This design comes from an exercise in tuning for small area, a short achievable clock period and few clock cycles per item on the open sky130 flow, not from production work. The RTL was checked by simulation tests, not by an equivalence proof against the original design.

==> flow/design.v <==
module mul16hi(input [15:0] b, input [7:0] one, input [7:0] two, input [7:0] neg,
               input d8, output [15:0] hi);
  wire [16:0] pp0, pp1, pp2, pp3, pp4, pp5, pp6, pp7;
  wire [15:0] p8 = b & {16{d8}};
  wire [7:0] ng = neg, nn = ~neg;
  wire [17:0] be = {1'b0, b, 1'b0};
  assign pp0 = (({17{one[0]}} & {1'b0, b}) | ({17{two[0]}} & {b, 1'b0})) ^ {17{neg[0]}};
  assign pp1 = (({17{one[1]}} & {1'b0, b}) | ({17{two[1]}} & {b, 1'b0})) ^ {17{neg[1]}};
  assign pp2 = (({17{one[2]}} & {1'b0, b}) | ({17{two[2]}} & {b, 1'b0})) ^ {17{neg[2]}};
  assign pp3 = (({17{one[3]}} & {1'b0, b}) | ({17{two[3]}} & {b, 1'b0})) ^ {17{neg[3]}};
  assign pp4 = (({17{one[4]}} & {1'b0, b}) | ({17{two[4]}} & {b, 1'b0})) ^ {17{neg[4]}};
  assign pp5 = (({17{one[5]}} & {1'b0, b}) | ({17{two[5]}} & {b, 1'b0})) ^ {17{neg[5]}};
  assign pp6 = (({17{one[6]}} & {1'b0, b}) | ({17{two[6]}} & {b, 1'b0})) ^ {17{neg[6]}};
  assign pp7 = (({17{one[7]}} & {1'b0, b}) | ({17{two[7]}} & {b, 1'b0})) ^ {17{neg[7]}};
  wire n1, n2, n3, n4, n5, n6, n7, n8, n9, n10, n11, n12, n13, n14, n15, n16, n17, n18, n19, n20, n21, n22, n23, n24, n25, n26, n27, n28, n29, n30, n31, n32, n33, n34, n35, n36, n37, n38, n39, n40, n41, n42, n43, n44, n45, n46, n47, n48, n49, n50, n51, n52, n53, n54, n55, n56, n57, n58, n59, n60, n61, n62, n63, n64, n65, n66, n67, n68, n69, n70, n71, n72, n73, n74, n75, n76, n77, n78, n79, n80, n81, n82, n83, n84, n85, n86, n87, n88, n89, n90, n91, n92, n93, n94, n95, n96, n97, n98, n99, n100, n101, n102, n103, n104, n105, n106, n107, n108, n109, n110, n111, n112, n113, n114, n115, n116, n117, n118, n119, n120, n121, n122, n123, n124, n125, n126, n127, n128, n129, n130, n131, n132, n133, n134, n135, n136, n137, n138, n139, n140, n141, n142, n143, n144, n145, n146, n147, n148, n149, n150, n151, n152, n153, n154, n155, n156, n157, n158, n159, n160, n161, n162, n163, n164, n165, n166, n167, n168, n169, n170, n171, n172, n173, n174, n175, n176, n177, n178, n179, n180, n181, n182, n183, n184, n185, n186, n187, n188, n189, n190, n191, n192, n193, n194, n195, n196, n197, n198, n199, n200, n201, n202, n203, n204, n205, n206, n207, n208, n209, n210, n211, n212, n213, n214, n215, n216, n217, n218, n219, n220, n221, n222, n223, n224, n225, n226, n227, n228, n229, n230, n231, n232, n233, n234, n235, n236, n237, n238, n239, n240, n241, n242, n243, n244, n245, n246, n247, n248, n249, n250, n251, n252, n253, n254, n255, n256, n257, n258, n259, n260, n261, n262, n263, n264;
  assign n1 = pp0[10] ^ pp1[8];
  assign n2 = pp0[10] & pp1[8];
  assign n3 = pp0[11] ^ pp1[9];
  assign n4 = pp0[11] & pp1[9];
  assign n5 = (pp0[12] ^ pp1[10]) ^ pp2[8];
  assign n6 = (pp0[12] & pp1[10]) | ((pp0[12] ^ pp1[10]) & pp2[8]);
  assign n7 = pp3[6] ^ pp4[4];
  assign n8 = pp3[6] & pp4[4];
  assign n9 = (pp0[13] ^ pp1[11]) ^ pp2[9];
  assign n10 = (pp0[13] & pp1[11]) | ((pp0[13] ^ pp1[11]) & pp2[9]);
  assign n11 = pp3[7] ^ pp4[5];
  assign n12 = pp3[7] & pp4[5];
  assign n13 = (pp0[14] ^ pp1[12]) ^ pp2[10];
  assign n14 = (pp0[14] & pp1[12]) | ((pp0[14] ^ pp1[12]) & pp2[10]);
  assign n15 = (pp3[8] ^ pp4[6]) ^ pp5[4];
  assign n16 = (pp3[8] & pp4[6]) | ((pp3[8] ^ pp4[6]) & pp5[4]);
  assign n17 = pp6[2] ^ pp7[0];
  assign n18 = pp6[2] & pp7[0];
  assign n19 = (pp0[15] ^ pp1[13]) ^ pp2[11];
  assign n20 = (pp0[15] & pp1[13]) | ((pp0[15] ^ pp1[13]) & pp2[11]);
  assign n21 = (pp3[9] ^ pp4[7]) ^ pp5[5];
  assign n22 = (pp3[9] & pp4[7]) | ((pp3[9] ^ pp4[7]) & pp5[5]);
  assign n23 = pp6[3] ^ pp7[1];
  assign n24 = pp6[3] & pp7[1];
  assign n25 = (pp0[16] ^ pp1[14]) ^ pp2[12];
  assign n26 = (pp0[16] & pp1[14]) | ((pp0[16] ^ pp1[14]) & pp2[12]);
  assign n27 = (pp3[10] ^ pp4[8]) ^ pp5[6];
  assign n28 = (pp3[10] & pp4[8]) | ((pp3[10] ^ pp4[8]) & pp5[6]);
  assign n29 = (pp6[4] ^ pp7[2]) ^ p8[0];
  assign n30 = (pp6[4] & pp7[2]) | ((pp6[4] ^ pp7[2]) & p8[0]);
  assign n31 = (ng[0] ^ pp1[15]) ^ pp2[13];
  assign n32 = (ng[0] & pp1[15]) | ((ng[0] ^ pp1[15]) & pp2[13]);
  assign n33 = (pp3[11] ^ pp4[9]) ^ pp5[7];
  assign n34 = (pp3[11] & pp4[9]) | ((pp3[11] ^ pp4[9]) & pp5[7]);
  assign n35 = (pp6[5] ^ pp7[3]) ^ p8[1];
  assign n36 = (pp6[5] & pp7[3]) | ((pp6[5] ^ pp7[3]) & p8[1]);
  assign n37 = (ng[0] ^ pp1[16]) ^ pp2[14];
  assign n38 = (ng[0] & pp1[16]) | ((ng[0] ^ pp1[16]) & pp2[14]);
  assign n39 = (pp3[12] ^ pp4[10]) ^ pp5[8];
  assign n40 = (pp3[12] & pp4[10]) | ((pp3[12] ^ pp4[10]) & pp5[8]);
  assign n41 = (pp6[6] ^ pp7[4]) ^ p8[2];
  assign n42 = (pp6[6] & pp7[4]) | ((pp6[6] ^ pp7[4]) & p8[2]);
  assign n43 = (nn[0] ^ nn[1]) ^ pp2[15];
  assign n44 = (nn[0] & nn[1]) | ((nn[0] ^ nn[1]) & pp2[15]);
  assign n45 = (pp3[13] ^ pp4[11]) ^ pp5[9];
  assign n46 = (pp3[13] & pp4[11]) | ((pp3[13] ^ pp4[11]) & pp5[9]);
  assign n47 = (pp6[7] ^ pp7[5]) ^ p8[3];
  assign n48 = (pp6[7] & pp7[5]) | ((pp6[7] ^ pp7[5]) & p8[3]);
  assign n49 = (1'b1 ^ pp2[16]) ^ pp3[14];
  assign n50 = (1'b1 & pp2[16]) | ((1'b1 ^ pp2[16]) & pp3[14]);
  assign n51 = (pp4[12] ^ pp5[10]) ^ pp6[8];
  assign n52 = (pp4[12] & pp5[10]) | ((pp4[12] ^ pp5[10]) & pp6[8]);
  assign n53 = pp7[6] ^ p8[4];
  assign n54 = pp7[6] & p8[4];
  assign n55 = (nn[2] ^ pp3[15]) ^ pp4[13];
  assign n56 = (nn[2] & pp3[15]) | ((nn[2] ^ pp3[15]) & pp4[13]);
  assign n57 = (pp5[11] ^ pp6[9]) ^ pp7[7];
  assign n58 = (pp5[11] & pp6[9]) | ((pp5[11] ^ pp6[9]) & pp7[7]);
  assign n59 = (1'b1 ^ pp3[16]) ^ pp4[14];
  assign n60 = (1'b1 & pp3[16]) | ((1'b1 ^ pp3[16]) & pp4[14]);
  assign n61 = pp5[12] ^ pp6[10];
  assign n62 = pp5[12] & pp6[10];
  assign n63 = (nn[3] ^ pp4[15]) ^ pp5[13];
  assign n64 = (nn[3] & pp4[15]) | ((nn[3] ^ pp4[15]) & pp5[13]);
  assign n65 = 1'b1 ^ pp4[16];
  assign n66 = 1'b1 & pp4[16];
  assign n67 = pp0[6] ^ pp1[4];
  assign n68 = pp0[6] & pp1[4];
  assign n69 = pp0[7] ^ pp1[5];
  assign n70 = pp0[7] & pp1[5];
  assign n71 = (pp0[8] ^ pp1[6]) ^ pp2[4];
  assign n72 = (pp0[8] & pp1[6]) | ((pp0[8] ^ pp1[6]) & pp2[4]);
  assign n73 = pp3[2] ^ pp4[0];
  assign n74 = pp3[2] & pp4[0];
  assign n75 = (pp0[9] ^ pp1[7]) ^ pp2[5];
  assign n76 = (pp0[9] & pp1[7]) | ((pp0[9] ^ pp1[7]) & pp2[5]);
  assign n77 = pp3[3] ^ pp4[1];
  assign n78 = pp3[3] & pp4[1];
  assign n79 = (pp2[6] ^ pp3[4]) ^ pp4[2];
  assign n80 = (pp2[6] & pp3[4]) | ((pp2[6] ^ pp3[4]) & pp4[2]);
  assign n81 = (pp5[0] ^ ng[5]) ^ n1;
  assign n82 = (pp5[0] & ng[5]) | ((pp5[0] ^ ng[5]) & n1);
  assign n83 = (pp2[7] ^ pp3[5]) ^ pp4[3];
  assign n84 = (pp2[7] & pp3[5]) | ((pp2[7] ^ pp3[5]) & pp4[3]);
  assign n85 = (pp5[1] ^ n2) ^ n3;
  assign n86 = (pp5[1] & n2) | ((pp5[1] ^ n2) & n3);
  assign n87 = (pp5[2] ^ pp6[0]) ^ ng[6];
  assign n88 = (pp5[2] & pp6[0]) | ((pp5[2] ^ pp6[0]) & ng[6]);
  assign n89 = (n4 ^ n5) ^ n7;
  assign n90 = (n4 & n5) | ((n4 ^ n5) & n7);
  assign n91 = (pp5[3] ^ pp6[1]) ^ n6;
  assign n92 = (pp5[3] & pp6[1]) | ((pp5[3] ^ pp6[1]) & n6);
  assign n93 = (n8 ^ n9) ^ n11;
  assign n94 = (n8 & n9) | ((n8 ^ n9) & n11);
  assign n95 = (ng[7] ^ n10) ^ n12;
  assign n96 = (ng[7] & n10) | ((ng[7] ^ n10) & n12);
  assign n97 = (n13 ^ n15) ^ n17;
  assign n98 = (n13 & n15) | ((n13 ^ n15) & n17);
  assign n99 = (n14 ^ n16) ^ n18;
  assign n100 = (n14 & n16) | ((n14 ^ n16) & n18);
  assign n101 = (n19 ^ n21) ^ n23;
  assign n102 = (n19 & n21) | ((n19 ^ n21) & n23);
  assign n103 = (n20 ^ n22) ^ n24;
  assign n104 = (n20 & n22) | ((n20 ^ n22) & n24);
  assign n105 = (n25 ^ n27) ^ n29;
  assign n106 = (n25 & n27) | ((n25 ^ n27) & n29);
  assign n107 = (n26 ^ n28) ^ n30;
  assign n108 = (n26 & n28) | ((n26 ^ n28) & n30);
  assign n109 = (n31 ^ n33) ^ n35;
  assign n110 = (n31 & n33) | ((n31 ^ n33) & n35);
  assign n111 = (n32 ^ n34) ^ n36;
  assign n112 = (n32 & n34) | ((n32 ^ n34) & n36);
  assign n113 = (n37 ^ n39) ^ n41;
  assign n114 = (n37 & n39) | ((n37 ^ n39) & n41);
  assign n115 = (n38 ^ n40) ^ n42;
  assign n116 = (n38 & n40) | ((n38 ^ n40) & n42);
  assign n117 = (n43 ^ n45) ^ n47;
  assign n118 = (n43 & n45) | ((n43 ^ n45) & n47);
  assign n119 = (n44 ^ n46) ^ n48;
  assign n120 = (n44 & n46) | ((n44 ^ n46) & n48);
  assign n121 = (n49 ^ n51) ^ n53;
  assign n122 = (n49 & n51) | ((n49 ^ n51) & n53);
  assign n123 = (p8[5] ^ n50) ^ n52;
  assign n124 = (p8[5] & n50) | ((p8[5] ^ n50) & n52);
  assign n125 = (n54 ^ n55) ^ n57;
  assign n126 = (n54 & n55) | ((n54 ^ n55) & n57);
  assign n127 = (pp7[8] ^ p8[6]) ^ n56;
  assign n128 = (pp7[8] & p8[6]) | ((pp7[8] ^ p8[6]) & n56);
  assign n129 = (n58 ^ n59) ^ n61;
  assign n130 = (n58 & n59) | ((n58 ^ n59) & n61);
  assign n131 = (pp6[11] ^ pp7[9]) ^ p8[7];
  assign n132 = (pp6[11] & pp7[9]) | ((pp6[11] ^ pp7[9]) & p8[7]);
  assign n133 = (n60 ^ n62) ^ n63;
  assign n134 = (n60 & n62) | ((n60 ^ n62) & n63);
  assign n135 = (pp5[14] ^ pp6[12]) ^ pp7[10];
  assign n136 = (pp5[14] & pp6[12]) | ((pp5[14] ^ pp6[12]) & pp7[10]);
  assign n137 = (p8[8] ^ n64) ^ n65;
  assign n138 = (p8[8] & n64) | ((p8[8] ^ n64) & n65);
  assign n139 = (nn[4] ^ pp5[15]) ^ pp6[13];
  assign n140 = (nn[4] & pp5[15]) | ((nn[4] ^ pp5[15]) & pp6[13]);
  assign n141 = (pp7[11] ^ p8[9]) ^ n66;
  assign n142 = (pp7[11] & p8[9]) | ((pp7[11] ^ p8[9]) & n66);
  assign n143 = (1'b1 ^ pp5[16]) ^ pp6[14];
  assign n144 = (1'b1 & pp5[16]) | ((1'b1 ^ pp5[16]) & pp6[14]);
  assign n145 = pp7[12] ^ p8[10];
  assign n146 = pp7[12] & p8[10];
  assign n147 = (nn[5] ^ pp6[15]) ^ pp7[13];
  assign n148 = (nn[5] & pp6[15]) | ((nn[5] ^ pp6[15]) & pp7[13]);
  assign n149 = 1'b1 ^ pp6[16];
  assign n150 = 1'b1 & pp6[16];
  assign n151 = pp0[4] ^ pp1[2];
  assign n152 = pp0[4] & pp1[2];
  assign n153 = pp0[5] ^ pp1[3];
  assign n154 = pp0[5] & pp1[3];
  assign n155 = (pp2[2] ^ pp3[0]) ^ ng[3];
  assign n156 = (pp2[2] & pp3[0]) | ((pp2[2] ^ pp3[0]) & ng[3]);
  assign n157 = (pp2[3] ^ pp3[1]) ^ n68;
  assign n158 = (pp2[3] & pp3[1]) | ((pp2[3] ^ pp3[1]) & n68);
  assign n159 = (ng[4] ^ n70) ^ n71;
  assign n160 = (ng[4] & n70) | ((ng[4] ^ n70) & n71);
  assign n161 = (n72 ^ n74) ^ n75;
  assign n162 = (n72 & n74) | ((n72 ^ n74) & n75);
  assign n163 = (n76 ^ n78) ^ n79;
  assign n164 = (n76 & n78) | ((n76 ^ n78) & n79);
  assign n165 = (n80 ^ n82) ^ n83;
  assign n166 = (n80 & n82) | ((n80 ^ n82) & n83);
  assign n167 = (n84 ^ n86) ^ n87;
  assign n168 = (n84 & n86) | ((n84 ^ n86) & n87);
  assign n169 = (n88 ^ n90) ^ n91;
  assign n170 = (n88 & n90) | ((n88 ^ n90) & n91);
  assign n171 = (n92 ^ n94) ^ n95;
  assign n172 = (n92 & n94) | ((n92 ^ n94) & n95);
  assign n173 = (n96 ^ n98) ^ n99;
  assign n174 = (n96 & n98) | ((n96 ^ n98) & n99);
  assign n175 = (n100 ^ n102) ^ n103;
  assign n176 = (n100 & n102) | ((n100 ^ n102) & n103);
  assign n177 = (n104 ^ n106) ^ n107;
  assign n178 = (n104 & n106) | ((n104 ^ n106) & n107);
  assign n179 = (n108 ^ n110) ^ n111;
  assign n180 = (n108 & n110) | ((n108 ^ n110) & n111);
  assign n181 = (n112 ^ n114) ^ n115;
  assign n182 = (n112 & n114) | ((n112 ^ n114) & n115);
  assign n183 = (n116 ^ n118) ^ n119;
  assign n184 = (n116 & n118) | ((n116 ^ n118) & n119);
  assign n185 = (n120 ^ n122) ^ n123;
  assign n186 = (n120 & n122) | ((n120 ^ n122) & n123);
  assign n187 = (n124 ^ n126) ^ n127;
  assign n188 = (n124 & n126) | ((n124 ^ n126) & n127);
  assign n189 = (n128 ^ n130) ^ n131;
  assign n190 = (n128 & n130) | ((n128 ^ n130) & n131);
  assign n191 = (n132 ^ n134) ^ n135;
  assign n192 = (n132 & n134) | ((n132 ^ n134) & n135);
  assign n193 = (n136 ^ n138) ^ n139;
  assign n194 = (n136 & n138) | ((n136 ^ n138) & n139);
  assign n195 = (n140 ^ n142) ^ n143;
  assign n196 = (n140 & n142) | ((n140 ^ n142) & n143);
  assign n197 = (p8[11] ^ n144) ^ n146;
  assign n198 = (p8[11] & n144) | ((p8[11] ^ n144) & n146);
  assign n199 = (pp7[14] ^ p8[12]) ^ n148;
  assign n200 = (pp7[14] & p8[12]) | ((pp7[14] ^ p8[12]) & n148);
  assign n201 = (nn[6] ^ pp7[15]) ^ p8[13];
  assign n202 = (nn[6] & pp7[15]) | ((nn[6] ^ pp7[15]) & p8[13]);
  assign n203 = 1'b1 ^ pp7[16];
  assign n204 = 1'b1 & pp7[16];
  assign n205 = pp0[2] ^ pp1[0];
  assign n206 = pp0[2] & pp1[0];
  assign n207 = pp0[3] ^ pp1[1];
  assign n208 = pp0[3] & pp1[1];
  assign n209 = (pp2[0] ^ ng[2]) ^ n151;
  assign n210 = (pp2[0] & ng[2]) | ((pp2[0] ^ ng[2]) & n151);
  assign n211 = (pp2[1] ^ n152) ^ n153;
  assign n212 = (pp2[1] & n152) | ((pp2[1] ^ n152) & n153);
  assign n213 = (n67 ^ n154) ^ n155;
  assign n214 = (n67 & n154) | ((n67 ^ n154) & n155);
  assign n215 = (n69 ^ n156) ^ n157;
  assign n216 = (n69 & n156) | ((n69 ^ n156) & n157);
  assign n217 = (n73 ^ n158) ^ n159;
  assign n218 = (n73 & n158) | ((n73 ^ n158) & n159);
  assign n219 = (n77 ^ n160) ^ n161;
  assign n220 = (n77 & n160) | ((n77 ^ n160) & n161);
  assign n221 = (n81 ^ n162) ^ n163;
  assign n222 = (n81 & n162) | ((n81 ^ n162) & n163);
  assign n223 = (n85 ^ n164) ^ n165;
  assign n224 = (n85 & n164) | ((n85 ^ n164) & n165);
  assign n225 = (n89 ^ n166) ^ n167;
  assign n226 = (n89 & n166) | ((n89 ^ n166) & n167);
  assign n227 = (n93 ^ n168) ^ n169;
  assign n228 = (n93 & n168) | ((n93 ^ n168) & n169);
  assign n229 = (n97 ^ n170) ^ n171;
  assign n230 = (n97 & n170) | ((n97 ^ n170) & n171);
  assign n231 = (n101 ^ n172) ^ n173;
  assign n232 = (n101 & n172) | ((n101 ^ n172) & n173);
  assign n233 = (n105 ^ n174) ^ n175;
  assign n234 = (n105 & n174) | ((n105 ^ n174) & n175);
  assign n235 = (n109 ^ n176) ^ n177;
  assign n236 = (n109 & n176) | ((n109 ^ n176) & n177);
  assign n237 = (n113 ^ n178) ^ n179;
  assign n238 = (n113 & n178) | ((n113 ^ n178) & n179);
  assign n239 = (n117 ^ n180) ^ n181;
  assign n240 = (n117 & n180) | ((n117 ^ n180) & n181);
  assign n241 = (n121 ^ n182) ^ n183;
  assign n242 = (n121 & n182) | ((n121 ^ n182) & n183);
  assign n243 = (n125 ^ n184) ^ n185;
  assign n244 = (n125 & n184) | ((n125 ^ n184) & n185);
  assign n245 = (n129 ^ n186) ^ n187;
  assign n246 = (n129 & n186) | ((n129 ^ n186) & n187);
  assign n247 = (n133 ^ n188) ^ n189;
  assign n248 = (n133 & n188) | ((n133 ^ n188) & n189);
  assign n249 = (n137 ^ n190) ^ n191;
  assign n250 = (n137 & n190) | ((n137 ^ n190) & n191);
  assign n251 = (n141 ^ n192) ^ n193;
  assign n252 = (n141 & n192) | ((n141 ^ n192) & n193);
  assign n253 = (n145 ^ n194) ^ n195;
  assign n254 = (n145 & n194) | ((n145 ^ n194) & n195);
  assign n255 = (n147 ^ n196) ^ n197;
  assign n256 = (n147 & n196) | ((n147 ^ n196) & n197);
  assign n257 = (n149 ^ n198) ^ n199;
  assign n258 = (n149 & n198) | ((n149 ^ n198) & n199);
  assign n259 = (n150 ^ n200) ^ n201;
  assign n260 = (n150 & n200) | ((n150 ^ n200) & n201);
  assign n261 = (p8[14] ^ n202) ^ n203;
  assign n262 = (p8[14] & n202) | ((p8[14] ^ n202) & n203);
  assign n263 = (nn[7] ^ p8[15]) ^ n204;
  assign n264 = (nn[7] & p8[15]) | ((nn[7] ^ p8[15]) & n204);
  wire [31:0] ra = {n262, n260, n258, n256, n254, n252, n250, n248, n246, n244, n242, n240, n238, n236, n234, n232, n230, n228, n226, n224, n222, n220, n218, n216, n214, n212, n210, n208, n206, ng[1], pp0[1], pp0[0]};
  wire [31:0] rb = {n263, n261, n259, n257, n255, n253, n251, n249, n247, n245, n243, n241, n239, n237, n235, n233, n231, n229, n227, n225, n223, n221, n219, n217, n215, n213, n211, n209, n207, n205, 1'b0, ng[0]};
  wire [31:0] s = ra + rb;
  assign hi = s[31:16];
endmodule
module exponential(input clk, rst, start, input [15:0] x,
                   output done, output [1:0] intpart, output [15:0] fracpart);
  reg  [8:1]  s;           
  wire        idle = ~|s;
  reg  [15:0] u;
  reg  [17:0] r;
  reg  [7:0]  xone, xtwo, xneg;    
  reg         x15;
  always @(posedge clk or posedge rst)
    if (rst) s <= 8'b0;
    else     s <= {s[7:1], idle & start};
  assign done = idle;
  function ge(input [15:0] v, input [15:0] k);
    integer i;
    reg q;
    begin
      q = 1'b1;
      for (i = 0; i < 16; i = i + 1)
        q = k[i] ? (v[i] & q) : (v[i] | q);
      ge = q;
    end
  endfunction
  function [23:0] enc(input [15:0] v);
    integer i;
    reg [16:0] e;
    reg [7:0] o, t, n;
    begin
      e = {v, 1'b0};
      for (i = 0; i < 8; i = i + 1) begin
        o[i] = e[2*i+1] ^ e[2*i];
        t[i] = (e[2*i+2] & ~e[2*i+1] & ~e[2*i]) | (~e[2*i+2] & e[2*i+1] & e[2*i]);
        n[i] = e[2*i+2];
      end
      enc = {o, t, n};
    end
  endfunction
  wire [7:0] eone, etwo, eneg;
  assign {eone, etwo, eneg} = enc(x);
  wire [11:0] g;
  assign g[0] = ge(x, 16'd46904);
  assign g[1] = ge(x, 16'd51031);
  assign g[2] = ge(x, 16'd53627);
  assign g[3] = ge(x, 16'd55899);
  assign g[4] = ge(x, 16'd57544);
  assign g[5] = ge(x, 16'd58980);
  assign g[6] = ge(x, 16'd60309);
  assign g[7] = ge(x, 16'd61357);
  assign g[8] = ge(x, 16'd62481);
  assign g[9] = ge(x, 16'd63365);
  assign g[10] = ge(x, 16'd64192);
  assign g[11] = ge(x, 16'd64957);
  reg [17:0] r0g;
  always @* begin
    casez (g)
      12'b1???????????: r0g = 18'h0FFFF + 18'd13;
      12'b01??????????: r0g = 18'h0FFFF + 18'd12;
      12'b001?????????: r0g = 18'h0FFFF + 18'd11;
      12'b0001????????: r0g = 18'h0FFFF + 18'd10;
      12'b00001???????: r0g = 18'h0FFFF + 18'd8;
      12'b000001??????: r0g = 18'h0FFFF + 18'd7;
      12'b0000001?????: r0g = 18'h0FFFF + 18'd6;
      12'b00000001????: r0g = 18'h0FFFF + 18'd5;
      12'b000000001???: r0g = 18'h0FFFF + 18'd4;
      12'b0000000001??: r0g = 18'h0FFFF + 18'd3;
      12'b00000000001?: r0g = 18'h0FFFF + 18'd2;
      12'b000000000001: r0g = 18'h0FFFF + 18'd1;
      default:          r0g = 18'h0FFFF;
    endcase
  end
  wire [15:0] t0 = x - 16'd2;
  wire [17:0] r0 = |x[15:1] ? r0g : {17'b0, ~x[0]};
  localparam [23:0] E5 = enc(16'h5555), E3 = enc(16'h3333), E2 = enc(16'h2AAA);
  wire [7:0] one = xone, two = xtwo, neg = xneg;
  wire       d8  = x15;
  wire [15:0] b = u;
  wire [15:0] hi;
  mul16hi mul(.b(b), .one(one), .two(two), .neg(neg), .d8(d8), .hi(hi));
  wire [17:0] sum = r + {2'b0, b};
  wire nxt_idle = s[8] | (idle & ~start);
  always @(posedge clk) begin
    {xone, xtwo, xneg} <= s[2] ? E5 : s[5] ? E3 : s[7] ? E2 : nxt_idle ? 24'b0 : {eone, etwo, eneg};
    x15 <= nxt_idle | (~(s[2] | s[5] | s[7]) & x[15]);
    u <= (idle & start) ? t0 : s[1] ? {1'b0, hi[15:1]} : s[4] ? {2'b0, hi[15:2]} : hi;
    if (idle & start) r <= r0;
    else if (s[1] | s[2] | s[4] | s[5] | s[7]) r <= sum;
  end
  assign {intpart, fracpart} = sum;
endmodule
==> flow/run.sh <==
#!/bin/bash
# synth_recipe.tcl (not shown) runs the flow's synth.tcl, then flattens the netlist and writes it again
# the make line also repeats each setting of config.mk as NAME=value (left out here)
make -C /OpenROAD-flow-scripts/flow DESIGN_CONFIG=/design/flow/config.mk WORK_HOME=/design/flow/orfs CLKGATE_MAP_FILE= SYNTH_SCRIPT=/design/flow/synth_recipe.tcl finish
==> flow/config.mk <==
export PLATFORM = sky130hd
export DESIGN_NAME = exponential
export DESIGN_NICKNAME = exponential
export VERILOG_FILES = /design/flow/design.v
export SDC_FILE = /design/flow/constraint.sdc
export NUM_CORES = 4
export LEC_CHECK = 0
export ABC_CLOCK_PERIOD_IN_PS = 4000
export CAP_MARGIN = 20
export CORE_MARGIN = 2
export CORE_UTILIZATION = 40
export SETUP_SLACK_MARGIN = 3
export SLEW_MARGIN = 20
==> flow/constraint.sdc <==
create_clock -name core_clock -period 9.0 [get_ports {clk}]
set_input_delay 1.8000 -clock core_clock [delete_from_list [all_inputs] [get_ports {clk}]]
set_output_delay 1.8000 -clock core_clock [all_outputs]
set_load 0.01 [all_outputs]
==> qor.yml, run 1 <==
critical_path:
  cp_cell_sequence: "a22oi_1 > xor2_1 > fa_1 > fa_1 > fa_1 > fa_1 > inv_1 > ha_1 > and4_4 > and2_1 > a221o_1 > a21oi_1 > a21oi_2 > or3_1 > a31oi_2 > xnor2_1 > mux2i_1 > a21oi_1"
  rrSetupSlack_ns: 3.27
  crit_path_start_kind: "flip-flop"
  arrival_ns: 5.99
  crit_path_frequent_cell: "fa_1"
  critPathMaxStageDelay_ns: 0.65
  slowest_stage: "dfxtp_2"
  r2r-end: "u[7]"
  endpoint: "u[7]"
  reg2regPathDepth: 18
  cp_data_required_time_ns: 9.27
  cp_max_fo: 18
  crit_type: "reg2reg"
  r2r_start: "u[15]"
  end_kind: "flip-flop"
  crit_path_start: "u[15]"
floorplan:
  num_rows: 58
  initial_core_util_pct: 40.6
  dieArea_sq_um: 26800
  die_h_um: 164
  io_pins: 38
  coreArea_sq_um: 25100
  die_x_um: 164
finish:
  drive_gt1_share_pct: 7.88
  finish.utilization_pct: 44.4
  diodes: 0
  fin_nets: 1348
  syn2layout_area_growth_pct: 9.22
drt:
  wl_met1_mm: 13.2
  first_iter_violations: 827
  routed_wl_mm: 30.2
  wl_per_cell_um: 20.3
  dr_wl_met2_mm: 14.1
  drt_pre_antenna_iters: 10
  ant_nets: 0
  met3_wirelength_mm: 2.23
  highest_layer: "met4"
  via_per_inst: 5.83
  drc: 0
  via_count: 8663
cts:
  clockBufferDepth: 2
  cts.sinks: 67
  tritoncts: "done"
  insertion_delay_ns: 0.34
  cts_made_buffers: 9
  clockRootBuffer: "clkbuf_16"
  clk_pin_slew_ns: 0.07
  htree_levels: 3
timing:
  worstMarginPinSlew_ns: 0.842
  max_freq_mhz: 175
  maxSlewViolCount: 0
  fin_ws_ns: 3.27
  hold_viol: 0
  setup_tns_ns: 0
  finalCriticalPeriod_ns: 5.73
  skew_ns: 0.00882
  rsz0062_at_grt: "yes"
  slew_headroom_pct: 43.7
  setup_violations: 0
  fin_crit_sh_pct: 63.6
place:
  place.gp.congestion: 0.922
  portBuffers: 37
  dp_hpwl_mm: 21.7
  preCtsSetupSlack_ns: 2.70
synthesis:
  synthTopCellsByArea: "fa_1 (21%), xnor2_1 (10%), a22oi_1 (9.1%)"
  ys_warn_count: 1
  postSynthCellCount: 1184
  synth.most_common_cell: "inv_1"
  synth_cell_type_count: 73
  syn_area_sq_um: 10200
  synth_area_per_cell_sq_um: 8.62
  synth_seq_cells: 67
  syn_nets: 1382
  ys.flop_type: "dfxtp_1"
  async_flop_share_pct: 11.9
  synthTopCellsByCount: "inv_1 (126), a22oi_1 (124), xnor2_1 (116)"
  synth_top_area_cell: "fa_1"
  synth_edf_count: 18
  synth_top_cell_area_share_pct: 20.6
  ys_seq_area_share_pct: 15.3
grt:
  overflow: 0
  grt_usage_pct: 23.4
  grt_pass1_wl_mm: 48.5
  grt_pass1_vias: 8891
  antenna_found_initial: 0
  grt_start_max_net_pins: 36
status:
  status: "complete, no violations"
flow_run:
  cap_violations: 0
min_path:
  min_path_type: "reg2reg"
[per-stage QoR]
step | instance area (sq um) | hold slack (ns) | cells
2_1_floorplan | 10200 | 0.352 | 1184
3_3_place_gp | 10700 | 0.361 | 1466
3_5_place_dp | 10700 | 0.363 | 1466
4_1_cts | 11100 | 0.378 | 1482
5_1_grt | 11100 | 0.399 | 1485
6_report | 11100 | 0.379 | 1485
[critical path, delay by kind of cell (launching register included)]
| family | cells | cell delay [ns] |
|---|---|---|
| adders and majority gates | 5 | 2.34 |
| and+or+nand+nor | 3 | 0.81 |
| buffers and inverters | 1 | 0.05 |
| DFF | 1 | 0.65 |
| muxes | 1 | 0.13 |
| xor gates and xnor gates | 2 | 0.42 |
| AOI/OAI and AO/OA | 6 | 1.25 |
[cell type report]
type,instances,area (sq um)
clock inverters,7,82.6
repair buffers,56,524
fillers,2513,14000
multi-input cells,885,7790
well taps,330,413
inverters,131,498
clock buffers,9,225
flip-flops and latches,67,1610
[logic make-up after synthesis]
kind of cell             count (synthesis)  synth area share (%)
AO/OA/AOI/OAI                          289                  20.2
XOR/XNOR                               175                  15.1
adder cells (fa/ha/maj)                179                  29.7
buffers and inverters                  232                  8.55
flip-flops                              67                  15.3
multiplexers                             7                 0.699
AND/OR/NAND/NOR                        235                  10.5
[worst min-delay path by stage]
stage / to / depth (start not counted) / start
finish: s[7] / 0 / s[6]
global route: s[7] / 0 / s[6]
CTS: s[7] / 0 / s[6]
detailed placement: s[7] / 0 / s[6]
global placement: s[7] / 0 / s[6]
floorplan: s[2] / 0 / s[1]
[flip-flops by register name, indices dropped and copies added, names as in the netlist]
| name | count |
|---|---|
| xone | 8 |
| s | 8 |
| r | 18 |
| xtwo | 8 |
| x15 | 1 |
| xneg | 8 |
| u | 16 |
[layer usage]
layer	global-route usage, %	vias up
met3	4.09	55
met5	0	-
met1	31.7	4303
met4	6.90	0
li1	-	3955
met2	38.2	350
[timing repair]
item / in CTS / in global routing
setup buffers: 0 / 3
pin swaps: 0 / 1
setup endpoints to repair: 13 / 17
resized for setup: 12 / 34
hold buffers: 0 / 0
[layout by cell type, fill, tap and decap left out, drive strengths merged, types with 5 or more instances in the layout]
master | synthesis | layout
nand2 | 100 | 100
a211oi | 5 | 5
mux2i | 6 | 6
a21oi | 50 | 50
a31oi | 8 | 8
and2 | 10 | 10
edfxtp | 18 | 18
nor3 | 20 | 20
nand3 | 20 | 20
and3 | 11 | 11
clkbuf | 97 | 9
nand4 | 7 | 7
a22oi | 124 | 124
ha | 74 | 74
o21bai | 5 | 5
clkdlybuf4s50 | 0 | 37
nor2 | 46 | 46
o22ai | 7 | 7
xnor2 | 117 | 117
a21o | 7 | 7
xor2 | 58 | 58
dfxtp | 41 | 41
dfrtp | 8 | 8
a21bo | 6 | 6
o21ai | 33 | 33
fa | 105 | 105
buf | 4 | 19
o21a | 6 | 6
inv | 127 | 132
Testbench counts, summed over its fixed seeds: cycles 72,000, items 8,000.
==> run 2, diff against run 1 <==
--- a/flow/config.mk
+++ b/flow/config.mk
@@ -5,7 +5,7 @@
 export SDC_FILE = /design/flow/constraint.sdc
 export NUM_CORES = 4
 export LEC_CHECK = 0
-export ABC_CLOCK_PERIOD_IN_PS = 4000
+export ABC_AREA = 1
 export CAP_MARGIN = 20
 export CORE_MARGIN = 2
 export CORE_UTILIZATION = 40
==> run 2 against run 1 <==
  * Clock skew up 0.0064 ns
  * Critical path depth rose by 2
  * Die area is 9.4% higher
  * Register-to-register slack better by 0.15 ns
  * Global-route usage is 3.5 points higher
  * Critical endpoint is now u[2]
  * Design area up 9.3%
==> qor.yml, run 2 <==
synthesis:
  synth.most_common_cell: "nand2_1"
  ys.flop_type: "dfxtp_1"
  synth_top_area_cell: "fa_1"
  syn_area_sq_um: 11200  # +9.6%
  async_flop_share_pct: 11.9  # unchanged
  synthTopCellsByArea: "fa_1 (19%), xor2_1 (12%), nand2_1 (10%)"
  synth_top_cell_area_share_pct: 18.8  # -1.8 points
  synth_edf_count: 18  # unchanged
  ys_warn_count: 1  # unchanged
  ys_seq_area_share_pct: 14.0  # -1.3 points
  synth_seq_cells: 67  # unchanged
  postSynthCellCount: 1555  # +31%
  synthTopCellsByCount: "nand2_1 (308), inv_1 (251), xor2_1 (148)"
  synth_area_per_cell_sq_um: 7.20  # -17%
  syn_nets: 1753  # +27%
  synth_cell_type_count: 47  # -36%
grt:
  grt_pass1_vias: 10637  # +20%
  grt_usage_pct: 26.9  # +3.5 points
  grt_start_max_net_pins: 37  # +2.8%
  grt_pass1_wl_mm: 59.9  # +24%
  antenna_found_initial: 1  # +1
  overflow: 0  # unchanged
cts:
  tritoncts: "done"
  cts_made_buffers: 9  # unchanged
  insertion_delay_ns: 0.36  # +0.02 ns
  clockRootBuffer: "clkbuf_16"
  htree_levels: 3  # unchanged
  clk_pin_slew_ns: 0.06  # about the same
  clockBufferDepth: 2  # unchanged
  cts.sinks: 67  # unchanged
  cts.hold.buffers_added: 0  # unchanged
drt:
  via_count: 10716  # +24%
  wl_per_cell_um: 19.8  # -2.6%
  drt_pre_antenna_iters: 7  # -3
  drc: 0  # unchanged
  routed_wl_mm: 38.4  # +27%
  via_per_inst: 5.53  # -5.2%
  first_iter_violations: 899  # +8.7%
  ant_nets: 0  # unchanged
status:
  status: "complete, no violations"
finish:
  diodes: 0  # unchanged
  drive_gt1_share_pct: 3.08  # -4.8 points
  top_regs: "r: 18 flops, u: 16 flops"
  mostFrequentLayoutCell: "nand2_1"
  top_register: "r"
  syn2layout_area_growth_pct: 8.83
  largest_reg_flops: 18  # unchanged
  fin_nets: 1752  # +30%
  layout_common_cells: "nand2_1 (308), inv_1 (250), xor2_1 (148)"
timing:
  fin_ws_ns: 3.43  # +0.151 ns
  setup_tns_ns: 0  # unchanged
  maxSlewViolCount: 0  # unchanged
  setup_violations: 0  # unchanged
  rsz0062_at_grt: "no"
  fin_crit_sh_pct: 61.9  # -1.7 points
  max_freq_mhz: 179  # +2.7%
  skew_ns: 0.0152  # +0.00641 ns
  hold_viol: 0  # unchanged
  finalCriticalPeriod_ns: 5.57  # -0.151 ns
  worstMarginPinSlew_ns: 0.841  # -0.00170 ns
  slew_headroom_pct: 43.8  # +0.11 points
floorplan:
  coreArea_sq_um: 27600  # +10%
  die_h_um: 171  # +4.6%
  io_pins: 38  # unchanged
  dieArea_sq_um: 29300  # +9.4%
  die_x_um: 171  # +4.6%
  num_rows: 61  # +5.2%
  initial_core_util_pct: 40.5  # -0.14 points
critical_path:
  rrSetupSlack_ns: 3.43  # +0.15 ns
  slowest_stage: "dfxtp_1"
  crit_type: "reg2reg"
  critPathMaxStageDelay_ns: 0.58  # -0.07 ns
  r2r_start: "u[4]"
  cp_cell_sequence: "inv_1 > o22ai_1 > xor2_1 > fa_1 > fa_1 > fa_1 > fa_1 > inv_1 > ha_1 > nand2_1 > nor2_1 > inv_1 > nor3_1 > nand4_1 > nand4_1 > nand2_1 > nand2_1 > nand3_1 > nor2_1 > nor2_1"
  arrival_ns: 5.82  # -0.17 ns
  crit_path_start: "u[4]"
  crit_path_start_kind: "flip-flop"
  end_kind: "flip-flop"
  cp_max_fo: 16  # -2
  cp_data_required_time_ns: 9.24  # -0.03 ns
  crit_path_frequent_cell: "fa_1"
place:
  dp_hpwl_mm: 30.5  # +41%
  portBuffers: 37  # unchanged
  place.gp.congestion: 0.965  # +4.6%
  preCtsSetupSlack_ns: 3.09  # +0.393 ns
flow_run:
  cap_violations: 0  # unchanged
min_path:
  min_path_type: "reg2reg"
  hold_start: "s[5]"
-- run 2: cell count changes in the layout (fill, tap and decap cells not counted), moves of 14 or more --
| cell | before | now |
|---|---|---|
| a21oi_1 | 49 | 73 |
| a22oi_1 | 124 | 0 |
| dfxtp_1 | 12 | 40 |
| dfxtp_2 | 23 | 1 |
| inv_1 | 125 | 250 |
| nand2_1 | 100 | 308 |
| nand3_1 | 20 | 92 |
| nand4_1 | 7 | 21 |
| nor2_1 | 46 | 98 |
| o22ai_1 | 7 | 119 |
| xnor2_1 | 115 | 7 |
| xor2_1 | 57 | 148 |
-- run 2: repair_timing --
action | 4_1_cts | 5_1_grt
gates resized for setup | 0 | 3
buffers inserted | 0 | 6
endpoints found under the setup margin | 0 | 15
-- run 2: path summary, 6_finish.rpt --
path / end / depth (start not counted)
hold / removal: s[6] / 0
max in group asynchronous: s[2] / 2
hold reg to reg: s[6] / 0
setup reg to reg: u[2] / 20
min in group asynchronous: s[6] / 2
setup / recovery: u[2] / 20
-- run 2: cells by family (layout without fill, tap and decap cells) --
logic type,count (synthesis),after routing,synth area share (%)
AOI/OAI and AO/OA,271,271,14.2
xor gates and xnor gates,155,155,12.1
adders and majority gates,179,179,27.1
buffers and inverters,321,325,11.0
DFF,67,67,14.0
muxes,1,1,0.101
and+or+nand+nor,561,561,21.5
-- run 2: through the flow --
stage / cells / hold slack (ns) / cell area (sq um) / util [%]
floorplan: 1555 / 0.352 / 11200 / -
global route: 1937 / 0.454 / 12200 / 44.1
detailed placement: 1915 / 0.402 / 11800 / 42.8
global placement: 1915 / 0.417 / 11800 / 42.8
finish: 1937 / 0.421 / 12200 / 44.1
CTS: 1931 / 0.427 / 12100 / 43.9
-- run 2: cell type report --
cell class                 instances  area, sq um
inverter                         261          987
multi-input combinational       1167         8390
timing repair buffer              48          453
tap                              378          473
fill                            2965        15500
sequential                        67         1560
clock inverter                     6         71.3
clock buffer                      10          239
-- run 2: per-layer routing --
layer / share of wire [%] / track usage, % / vias up / wire, um
li1: - / - / 5064 / -
met1: 42 / 34.4 / 5127 / 16000
met2: 47 / 44.4 / 425 / 18000
met3: 7.4 / 5.27 / 98 / 2820
met4: 3.9 / 11.3 / 2 / 1480
met5: 0.034 / 0 / - / 13
-- run 2: critical path, delay by kind of cell, from the launching register on --
family	cells	cell delay, ns
AOI/OAI and AO/OA	1	0.31
xor gates and xnor gates	1	0.23
adders and majority gates	5	2.27
buffers and inverters	3	0.56
DFF	1	0.58
and+or+nand+nor	10	1.49
==> run 3, diff against run 2 <==
--- a/flow/config.mk
+++ b/flow/config.mk
@@ -5,9 +5,8 @@
 export SDC_FILE = /design/flow/constraint.sdc
 export NUM_CORES = 4
 export LEC_CHECK = 0
-export ABC_AREA = 1
 export CAP_MARGIN = 20
 export CORE_MARGIN = 2
 export CORE_UTILIZATION = 40
-export SETUP_SLACK_MARGIN = 3
+export SETUP_SLACK_MARGIN = 3.6
 export SLEW_MARGIN = 20
==> run 3 against run 2 <==
  * Flip-flop and latch count unchanged
  * Largest cell class unchanged
  * Highest routed layer is now met4
  * Via count decreased by 16%
  * Core utilization increased by 4.9 points
  * Clock skew decreased by 0.0070 ns
  * Die area decreased by 8.6%
  * Worst setup slack improved by 0.31 ns
  * Worst hold slack got worse by 0.048 ns
  * First-iteration DRC count decreased by 17%
  * Critical path type unchanged
  * Synthesized cell count decreased by 24%
==> qor.yml, run 3 <==
status:
  status: "complete, no violations"
finish:
  fin_area_sq_um: 12300  # +0.89%
  syn2layout_area_growth_pct: 20.4
  fill_cells: 2413  # -19%
  mostFrequentLayoutCell: "inv_1"
  multi_input_area_sq_um: 8230  # -2.0%
  diodes: 0  # unchanged
  ff_latch_area_sq_um: 1670  # +7.1%
  top_regs: "r: 18 flops, u: 16 flops"
  top_register: "r"
  largest_reg_flops: 18  # unchanged
  drive_gt1_share_pct: 19.7  # +17 points
  fin_nets: 1410  # -20%
  layout_common_cells: "inv_1 (121), xnor2_1 (111), nand2_1 (100)"
synthesis:
  ys.flop_type: "dfxtp_1"
  async_flop_share_pct: 11.9  # unchanged
  synth_cell_type_count: 73  # +55%
  synth.most_common_cell: "inv_1"
  postSynthCellCount: 1184  # -24%
  synthTopCellsByArea: "fa_1 (21%), xnor2_1 (10%), a22oi_1 (9.1%)"
  ys_warn_count: 1  # unchanged
  synth_area_per_cell_sq_um: 8.62  # +20%
  synth_edf_count: 18  # unchanged
  syn_area_sq_um: 10200  # -8.8%
  synthTopCellsByCount: "inv_1 (126), a22oi_1 (124), xnor2_1 (116)"
  synth_seq_cells: 67  # unchanged
  ys_seq_area_share_pct: 15.3  # +1.3 points
  synth_top_cell_area_share_pct: 20.6  # +1.8 points
  syn_nets: 1382  # -21%
  synth_top_area_cell: "fa_1"
drt:
  met3_wirelength_mm: 2.06  # -27%
  via_count: 9018  # -16%
  first_iter_violations: 748  # -17%
  ant_nets: 0  # unchanged
  highest_layer: "met4"
  wl_met1_mm: 13.7  # -15%
  dr_wl_met2_mm: 15.0  # -17%
  drt_pre_antenna_iters: 5  # -2
  drc: 0  # unchanged
  wl_per_cell_um: 20.3  # +2.5%
  routed_wl_mm: 31.4  # -18%
  via_per_inst: 5.83  # +5.4%
grt:
  overflow: 0  # unchanged
  grt_pass1_wl_mm: 48.5  # -19%
  grt_pass1_vias: 8841  # -17%
  grt_usage_pct: 23.4  # -3.5 points
  grt_start_max_net_pins: 36  # -2.7%
  antenna_found_initial: 0  # -1
critical_path:
  critPathMaxStageDelay_ns: 0.57  # about the same
  slowest_stage: "fa_1"
  cp_num_buf_inv: 4  # +1
  endpoint: "u[13]"
  cp_data_required_time_ns: 9.27  # +0.03 ns
  r2r-end: "u[13]"
  reg2regPathDepth: 21  # +5.0%
  crit_path_start: "u[12]"
  cp_cell_sequence: "buf_12 > a22oi_2 > xor2_1 > fa_2 > fa_2 > fa_1 > fa_1 > inv_2 > ha_4 > o21ai_2 > o21bai_1 > buf_4 > o21a_1 > o2111ai_4 > a21oi_4 > a311oi_4 > buf_4 > a21oi_2 > xor2_1 > nor2_1 > a211oi_2"
  cp_max_fo: 12  # -4
  crit_type: "reg2reg"
  crit_family: "adder cells"
  rrSetupSlack_ns: 3.73  # +0.31 ns
  end_kind: "flip-flop"
  r2r_start: "u[12]"
  arrival_ns: 5.54  # -0.28 ns
  crit_path_start_kind: "flip-flop"
  crit_cells: 21  # +5.0%
timing:
  maxSlewViolCount: 0  # unchanged
  setup_violations: 0  # unchanged
  finalCriticalPeriod_ns: 5.27  # -0.307 ns
  slew_headroom_pct: 41.1  # -2.7 points
  setup_tns_ns: 0  # unchanged
  worstMarginPinSlew_ns: 0.881  # +0.0400 ns
  rsz0062_at_grt: "yes"
  hold_viol: 0  # unchanged
  fin_crit_sh_pct: 58.5  # -3.4 points
  max_freq_mhz: 190  # +5.8%
  skew_ns: 0.00818  # -0.00705 ns
floorplan:
  die_h_um: 164  # -4.4%
  initial_core_util_pct: 40.6  # +0.14 points
  die_x_um: 164  # -4.4%
  coreArea_sq_um: 25100  # -9.1%
  dieArea_sq_um: 26800  # -8.6%
  io_pins: 38  # unchanged
  num_rows: 58  # -4.9%
cts:
  htree_levels: 3  # unchanged
  tritoncts: "done"
  clk_pin_slew_ns: 0.07  # about the same
  clockBufferDepth: 2  # unchanged
  cts_made_buffers: 9  # unchanged
  insertion_delay_ns: 0.35  # about the same
  cts.hold.buffers_added: 0  # unchanged
  cts.sinks: 67  # unchanged
  clockRootBuffer: "clkbuf_16"
place:
  place.gp.congestion: 0.915  # -5.2%
  portBuffers: 37  # unchanged
  placed_area_sq_um: 10700  # -9.1%
  dp_hpwl_mm: 21.5  # -30%
flow_run:
  cap_violations: 0  # unchanged
min_path:
  min_path_type: "reg2reg"
run 3: cell count changes after synthesis, sizes merged, moves of 72 or more:
| cell | delta |
|---|---|
| nand3 | -72 |
| inv | -130 |
| a22oi | +124 |
| o22ai | -112 |
| nand2 | -211 |
| xor2 | -90 |
| xnor2 | +110 |
run 3: how the worst min path moves through the flow:
stage | endpoint | cells after the start | start | slack (ns)
global route | s[7] | 0 | s[6] | 0.40
CTS | s[7] | 0 | s[6] | 0.38
global placement | s[7] | 0 | s[6] | 0.36
floorplan | s[2] | 0 | s[1] | 0.35
finish | s[7] | 0 | s[6] | 0.37
detailed placement | s[7] | 0 | s[6] | 0.36
run 3: area by class of cell:
type | count | area share [%]
multi-input combinational | 885 | 67.0
sequential | 67 | 13.6
timing repair buffer | 118 | 9.42
inverter | 131 | 4.15
tap | 330 | 3.36
clock buffer | 9 | 1.83
clock inverter | 7 | 0.652
run 3: metrics by stage:
stage / hold WS (ns) / utilization, % / worst slack (ns) / std cells
2_1_floorplan: 0.352 / - / 3.60 / 1184
3_3_place_gp: 0.364 / 42.8 / 2.89 / 1468
3_5_place_dp: 0.363 / 42.8 / 2.77 / 1468
4_1_cts: 0.376 / 45.4 / 3.61 / 1492
5_1_grt: 0.400 / 48.9 / 3.56 / 1547
6_report: 0.373 / 48.9 / 3.73 / 1547
run 3: repair_timing:
item                                    in CTS  in global routing
endpoints found under the setup margin      23                 18
setup buffers                                8                 55
gates resized for setup                    101                108
pin swaps                                    8                 73
run 3: routing by layer:
layer | vias to the layer above | GRT usage (%)
met2 | 363 | 37.5
met4 | 0 | 7.54
met1 | 4527 | 32.4
li1 | 4079 | -
met5 | - | 0
met3 | 49 | 3.74
run 3: logic make-up (layout without fill, tap and decap cells):
| group | Yosys count | count (layout) | share of synthesized area (%) |
|---|---|---|---|
| AOI/OAI and AO/OA | 289 | 289 | 20.2 |
| and+or+nand+nor | 235 | 235 | 10.5 |
| xor gates and xnor gates | 175 | 175 | 15.1 |
| DFF | 67 | 67 | 15.3 |
| adders and majority gates | 179 | 179 | 29.7 |
| buffers and inverters | 232 | 265 | 8.55 |
| muxes | 7 | 7 | 0.699 |
==> run 4, diff against run 3 <==
--- a/flow/config.mk
+++ b/flow/config.mk
@@ -7,6 +7,6 @@
 export LEC_CHECK = 0
 export CAP_MARGIN = 20
 export CORE_MARGIN = 2
-export CORE_UTILIZATION = 40
-export SETUP_SLACK_MARGIN = 3.6
+export CORE_UTILIZATION = 75
+export SETUP_SLACK_MARGIN = 3.4
 export SLEW_MARGIN = 20
==> run 4 against run 3 <==
  * Still clean on timing, DRC and antenna
  * Register-to-register slack got worse by 0.16 ns
  * Design area decreased by 7.6%
  * Synthesized cell count did not move
  * Via count increased by 2.7%
  * Non-clock buffer count fell by 42
  * Sequential share of layout area increased by 1.2 points
  * Clock skew is essentially flat
  * First-iteration DRC count increased by 100%
  * Wire length down 3.9%
  * Critical endpoint is now fracpart[9]
  * Largest cell class unchanged
==> qor.yml, run 4 <==
critical_path:
  arrival_ns: 3.69  # -1.85 ns
  cp_max_fo: 4  # -8
  crit_path_start: "u[1]"
  r2r_start: "u[15]"
  cp_data_required_time_ns: 7.20  # -2.07 ns
  crit_type: "reg2out"
  end_kind: "output pin"
  crit_path_start_kind: "flip-flop"
  reg2regPathDepth: 19  # -9.5%
place:
  portBuffers: 37  # unchanged
  place.gp.congestion: 0.998  # +9.1%
  placed_cells: 1308  # -11%
  dp_hpwl_mm: 20.2  # -5.9%
timing:
  fin_crit_sh_pct: 61.0  # +2.4 points
  setup_tns_ns: 0  # unchanged
  finalCriticalPeriod_ns: 5.49  # +0.219 ns
  rsz0062_at_grt: "no"
  maxSlewViolCount: 0  # unchanged
  hold_viol: 0  # unchanged
  skew_ns: 0.00793  # -0.000253 ns
  setup_violations: 0  # unchanged
  worstMarginPinSlew_ns: 0.869  # -0.0115 ns
  slew_headroom_pct: 41.9  # +0.77 points
  max_freq_mhz: 182  # -4.0%
grt:
  antenna_found_initial: 0  # unchanged
  overflow: 0  # unchanged
  grt_start_max_net_pins: 36  # unchanged
  grt_pass1_wl_mm: 46.3  # -4.5%
  grt_usage_pct: 40.8  # +17 points
  grt_pass1_vias: 8931  # +1.0%
cts:
  cts.sinks: 67  # unchanged
  tritoncts: "done"
  insertion_delay_ns: 0.34  # about the same
  clk_pin_slew_ns: 0.06  # about the same
  htree_levels: 3  # unchanged
  clockRootBuffer: "clkbuf_16"
  cts_made_buffers: 9  # unchanged
  clockBufferDepth: 2  # unchanged
finish:
  layout_common_cells: "inv_1 (125), xnor2_1 (114), a22oi_1 (112)"
  final_cells: 1351  # -13%
  fill_cells: 765  # -68%
  largest_reg_flops: 18  # unchanged
  mostFrequentLayoutCell: "inv_1"
  fin_nets: 1368  # -3.0%
  syn2layout_area_growth_pct: 11.3
  top_regs: "r: 18 flops, u: 16 flops"
  top_register: "r"
  drive_gt1_share_pct: 12.0  # -7.7 points
  diodes: 0  # unchanged
  multi_input_area_sq_um: 7940  # -3.5%
  ff_latch_area_sq_um: 1680  # +0.52%
floorplan:
  num_rows: 42  # -28%
  coreArea_sq_um: 13200  # -47%
  dieArea_sq_um: 14600  # -46%
  die_x_um: 121  # -26%
  io_pins: 38  # unchanged
  die_h_um: 121  # -26%
  initial_core_util_pct: 77.1  # +36 points
drt:
  via_per_inst: 6.85  # +18%
  drt_pre_antenna_iters: 7  # +2
  routed_wl_mm: 30.2  # -3.9%
  drc: 0  # unchanged
  wl_per_cell_um: 22.3  # +10%
  ant_nets: 0  # unchanged
  first_iter_violations: 1525  # +100%
  via_count: 9259  # +2.7%
min_path:
  hold_start: "s[6]"
  min_path_type: "reg2reg"
  holdPathStages: 0  # unchanged
synthesis:
  synth-compound-area-share_pct: 20.2  # unchanged
  synthTopCellsByCount: "inv_1 (126), a22oi_1 (124), xnor2_1 (116)"
  postSynthCellCount: 1184  # unchanged
  syn_nets: 1382  # unchanged
  synthTopCellsByArea: "fa_1 (21%), xnor2_1 (10%), a22oi_1 (9.1%)"
  syn_area_sq_um: 10200  # unchanged
  synth.most_common_cell: "inv_1"
  synth-adder-area-share_pct: 29.7  # unchanged
  muxShareOfSynthArea_pct: 0.699  # unchanged
  ys.flop_type: "dfxtp_1"
  synth-xor-area-share_pct: 15.1  # unchanged
  synth_edf_count: 18  # unchanged
  ys_warn_count: 1  # unchanged
  async_flop_share_pct: 11.9  # unchanged
  synth_seq_cells: 67  # unchanged
  synth_area_per_cell_sq_um: 8.62  # unchanged
  synth_top_area_cell: "fa_1"
  synth_top_family_by_area: "adder cells"
  yosys.area_share.simple_pct: 10.5  # unchanged
  synth_top_cell_area_share_pct: 20.6  # unchanged
  ys_seq_area_share_pct: 15.3  # unchanged
  synth_cell_type_count: 73  # unchanged
status:
  status: "complete, no violations"
flow_run:
  cap_violations: 0  # unchanged
==> run 4: cell counts after synthesis <==
Identical to the previous run, type by type.
==> run 4: logic make-up (layout without fill, tap and decap cells) <==
kind of cell	Yosys count	count (layout)
AOI/OAI and AO/OA	289	289
buffers and inverters	232	223
and+or+nand+nor	235	235
xor gates and xnor gates	175	175
DFF	67	67
adders and majority gates	179	179
muxes	7	7
==> run 4: final cells by class <==
type,count,share of cell area [%]
Multi-Input combinational cell,885,70.0
Sequential cell,67,14.8
Inverter,131,4.43
Tap cell,176,1.94
Timing Repair Buffer,76,6.39
Clock buffer,10,2.10
Clock inverter,6,0.353
==> run 4: metal layers <==
| metal | up-vias | global-route usage (%) | wire, um |
|---|---|---|---|
| li1 | 3997 | - | - |
| met2 | 688 | 64.3 | 14300 |
| met5 | - | 0 | 0 |
| met3 | 131 | 10.3 | 3520 |
| met4 | 0 | 16.7 | 1290 |
| met1 | 4443 | 54.0 | 11100 |
==> run 4: worst paths after layout <==
kind | to | slack, ns
worst max-delay path | fracpart[9] | 3.51
worst min-delay path | s[7] | 0.38
worst max register to register | u[7] | 3.57
worst min register to register | s[7] | 0.38
max in group asynchronous | s[5] | 7.09
min in group asynchronous | s[7] | 1.69
==> run 4: stage by stage <==
step	setup slack (ns)	utilization (%)	hold WS [ns]	area, sq um
4_1_cts	3.42	82.6	0.384	10900
3_3_place_gp	2.95	79.3	0.365	10500
5_1_grt	3.33	85.7	0.385	11400
3_5_place_dp	2.84	79.3	0.363	10500
6_report	3.51	85.7	0.381	11400
2_1_floorplan	3.41	-	0.352	10200
==> run 4: timing repair <==
| item | in CTS | in global routing |
|---|---|---|
| setup buffers | 7 | 20 |
| endpoints found under the hold margin | 0 | 0 |
| gates resized for setup | 51 | 62 |
| hold buffers | 0 | 0 |
| endpoints found under the setup margin | 23 | 16 |
| pin swaps | 1 | 11 |
==> run 4: critical path: stages (launching register included) <==
cell and delay, ns:
dfxtp_4 0.35, buf_4 0.17, ha_1 0.29, a21o_1 0.18
a21oi_1 0.22, o21ai_0 0.15, a21oi_1 0.40, o21ai_0 0.19
a21oi_1 0.32, o21bai_1 0.10, a21oi_1 0.22, xnor2_1 0.18
clkdlybuf4s50_1 0.57
==> run 5, diff against run 4 <==
--- a/flow/config.mk
+++ b/flow/config.mk
@@ -7,6 +7,6 @@
 export LEC_CHECK = 0
 export CAP_MARGIN = 20
 export CORE_MARGIN = 2
-export CORE_UTILIZATION = 75
-export SETUP_SLACK_MARGIN = 3.4
+export CORE_UTILIZATION = 60
+export SETUP_SLACK_MARGIN = 2.8
 export SLEW_MARGIN = 20
==> run 5 against run 4 <==
  * Still clean on timing, DRC and antenna
  * Maximum frequency down 6.0%
  * Wire length decreased by 3.6%
  * Non-clock buffer count down 25
  * Worst hold slack got worse by 0.0070 ns
  * Critical path depth is 6 higher
  * Worst setup slack worse by 0.35 ns
  * Sequential share of layout area fell by 0.21 points
  * Global-route usage decreased by 6.8 points
  * Critical endpoint is now u[12]
==> qor.yml, run 5 <==
drt:
  routed_wl_mm: 29.1  # -3.6%
  first_iter_violations: 930  # -39%
  wl_per_cell_um: 21.2  # -4.9%
  via_per_inst: 6.25  # -8.8%
  drt_pre_antenna_iters: 6  # -1
  via_count: 8565  # -7.5%
  drc: 0  # unchanged
  ant_nets: 0  # unchanged
grt:
  antenna_found_initial: 0  # unchanged
  grt_start_max_net_pins: 36  # unchanged
  grt_pass1_wl_mm: 47.3  # +2.1%
  overflow: 0  # unchanged
  grt_util_met1_pct: 47.1  # -6.9 points
  grt_pass1_vias: 8644  # -3.2%
  use_met3_pct: 6.69  # -3.6 points
  grt_usage_pct: 34.0  # -6.8 points
  use_met2_pct: 54.0  # -10 points
  busiest_layer: "met2"
synthesis:
  synth_top_area_cell: "fa_1"
  synthTopCellsByCount: "inv_1 (126), a22oi_1 (124), xnor2_1 (116)"
  synth_seq_cells: 67  # unchanged
  synth_top_cell_area_share_pct: 20.6  # unchanged
  synth.most_common_cell: "inv_1"
  ys_seq_area_share_pct: 15.3  # unchanged
  ys.flop_type: "dfxtp_1"
  ys_warn_count: 1  # unchanged
  async_flop_share_pct: 11.9  # unchanged
  synth_edf_count: 18  # unchanged
  syn_nets: 1382  # unchanged
  synthTopCellsByArea: "fa_1 (21%), xnor2_1 (10%), a22oi_1 (9.1%)"
  syn_area_sq_um: 10200  # unchanged
  synth_cell_type_count: 73  # unchanged
  synth_area_per_cell_sq_um: 8.62  # unchanged
  postSynthCellCount: 1184  # unchanged
critical_path:
  rrSetupSlack_ns: 3.16  # -0.41 ns
  crit_path_start_kind: "flip-flop"
  r2r-end: "u[12]"
  cp_max_fo: 17  # +13
  end_kind: "flip-flop"
  r2r_start: "xtwo[7]"
  crit_type: "reg2reg"
  arrival_ns: 6.04  # +2.35 ns
  cp_data_required_time_ns: 9.20  # +2.00 ns
  crit_path_start: "xtwo[7]"
  reg2regPathDepth: 18  # -1
  endpoint: "u[12]"
finish:
  diodes: 0  # unchanged
  top_register: "r"
  drive_gt1_share_pct: 7.04  # -5.0 points
  fin_area_sq_um: 10900  # -3.6%
  top_regs: "r: 18 flops, u: 16 flops"
  layout_common_cells: "inv_1 (125), a22oi_1 (124), xnor2_1 (116)"
  fill_cells: 1447  # +89%
  largest_reg_flops: 18  # unchanged
  mostFrequentLayoutCell: "inv_1"
  finish.utilization_pct: 66.0  # -20 points
  fin_nets: 1343  # -1.8%
  syn2layout_area_growth_pct: 7.23
timing:
  hold_viol: 0  # unchanged
  finalCriticalPeriod_ns: 5.84  # +0.352 ns
  rsz0062_at_grt: "no"
  setup_violations: 0  # unchanged
  worstMarginPinSlew_ns: 0.867  # -0.00240 ns
  slew_headroom_pct: 42.1  # +0.16 points
  max_freq_mhz: 171  # -6.0%
  fin_crit_sh_pct: 64.9  # +3.9 points
  skew_ns: 0.0108  # +0.00285 ns
  maxSlewViolCount: 0  # unchanged
  setup_tns_ns: 0  # unchanged
  fin_ws_ns: 3.16  # -0.352 ns
floorplan:
  die_h_um: 134  # +11%
  initial_core_util_pct: 61.5  # -16 points
  coreArea_sq_um: 16600  # +25%
  io_pins: 38  # unchanged
  num_rows: 47  # +12%
  die_x_um: 134  # +11%
  dieArea_sq_um: 18100  # +24%
place:
  placed_area_sq_um: 10600  # +0.59%
  dp_hpwl_mm: 21.0  # +3.6%
  preCtsSetupSlack_ns: 2.71  # -0.133 ns
  place.gp.congestion: 0.928  # -7.0%
  portBuffers: 37  # unchanged
status:
  status: "complete, no violations"
cts:
  insertion_delay_ns: 0.34  # about the same
  clk_pin_slew_ns: 0.06  # about the same
  clockRootBuffer: "clkbuf_16"
  cts.sinks: 67  # unchanged
  cts_made_buffers: 9  # unchanged
  htree_levels: 3  # unchanged
  cts.hold.buffers_added: 0  # unchanged
  tritoncts: "done"
  clockBufferDepth: 2  # unchanged
min_path:
  min_path_type: "reg2reg"
  holdPathStages: 0  # unchanged
flow_run:
  cap_violations: 0  # unchanged
-- run 5: how the worst min path moves through the flow --
stage | start | to | slack [ns]
finish | s[3] | s[4] | 0.37
global placement | s[3] | s[4] | 0.36
detailed placement | s[3] | s[4] | 0.36
global route | s[3] | s[4] | 0.38
CTS | s[3] | s[4] | 0.37
floorplan | s[1] | s[2] | 0.35
-- run 5: what timing repair did --
| action | 4_1_cts | 5_1_grt |
|---|---|---|
| pin swaps | 0 | 0 |
| gates cloned | 0 | 0 |
| setup endpoints to repair | 5 | 14 |
| setup buffers | 0 | 1 |
| endpoints found under the hold margin | 0 | 0 |
| gates resized for setup | 2 | 31 |
-- run 5: logic make-up after synthesis --
group	synth area share, %
adder cells (fa/ha/maj)	29.7
flip-flops	15.3
AND/OR/NAND/NOR	10.5
XOR/XNOR	15.1
buffers and inverters	8.55
multiplexers	0.699
AO/OA/AOI/OAI	20.2
-- run 5: cell type report --
class | count | area [sq um] | area share, %
multi-input cells | 885 | 7770 | 71.0
flip-flops and latches | 67 | 1600 | 14.6
inverters | 131 | 498 | 4.55
repair buffers | 51 | 475 | 4.34
well taps | 220 | 275 | 2.52
clock buffers | 10 | 250 | 2.29
clock inverters | 6 | 70.1 | 0.640
-- run 5: through the flow --
| stage | std cells | hold slack (ns) |
|---|---|---|
| floorplan | 1184 | 0.352 |
| global placement | 1353 | 0.357 |
| detailed placement | 1353 | 0.359 |
| CTS | 1369 | 0.373 |
| global route | 1370 | 0.381 |
| finish | 1370 | 0.374 |
-- run 5: layer usage --
metal | routed length (um) | part of all wire (%) | up-vias
met4 | 867 | 3.0 | 0
met1 | 12100 | 41 | 4112
met3 | 2710 | 9.3 | 51
met5 | 0 | 0 | -
li1 | - | - | 3946
met2 | 13400 | 46 | 456
-- run 5: worst max-delay path: stages (launching register included) --
cell and delay [ns]:
dfxtp_1 0.77, a22oi_1 0.21, xnor2_1 0.21, fa_1 0.44
fa_1 0.57, fa_1 0.43, fa_1 0.49, inv_1 0.04
ha_1 0.33, and4_4 0.21, and2_1 0.17, a221o_1 0.32
a21oi_1 0.26, a21oi_2 0.14, a311oi_4 0.40, o21ai_1 0.15
xnor2_1 0.29, a2bb2oi_1 0.19, o21ai_0 0.08

separate check: timing with driven ports:
The flow's constraints put no driver on any port. The routed layouts listed below were extracted and timed again, unchanged, in two steps. Step 1: set_driving_cell puts a clkbuf_16 on clk and a buf_2 on each other input, an assumption about the parent block. Step 2 moves the port delays by t, midway between the first and last clock arrival at a register: inputs arrive t later, outputs are due t later. That takes back most of the time a late clock gives input paths. Slacks: no drivers / after step 1 / after step 2; pairs: no drivers / after step 1.
run	t (ns)	setup WS [ns]	worst setup path at the end	worst data-port slew with drivers (ns)
run 1	0.387	3.275 / 3.275 / 3.275	register to register	0.03
run 2	0.398	3.426 / 3.426 / 3.426	register to register	0.03
run 3	0.393	3.732 / 3.732 / 3.732	register to register	0.04
run 4	0.379	3.514 / 3.473 / 3.574	register to register	0.04
run 5	0.381	3.162 / 3.162 / 3.162	register to register	0.03
After both steps every run listed still meets setup and hold.
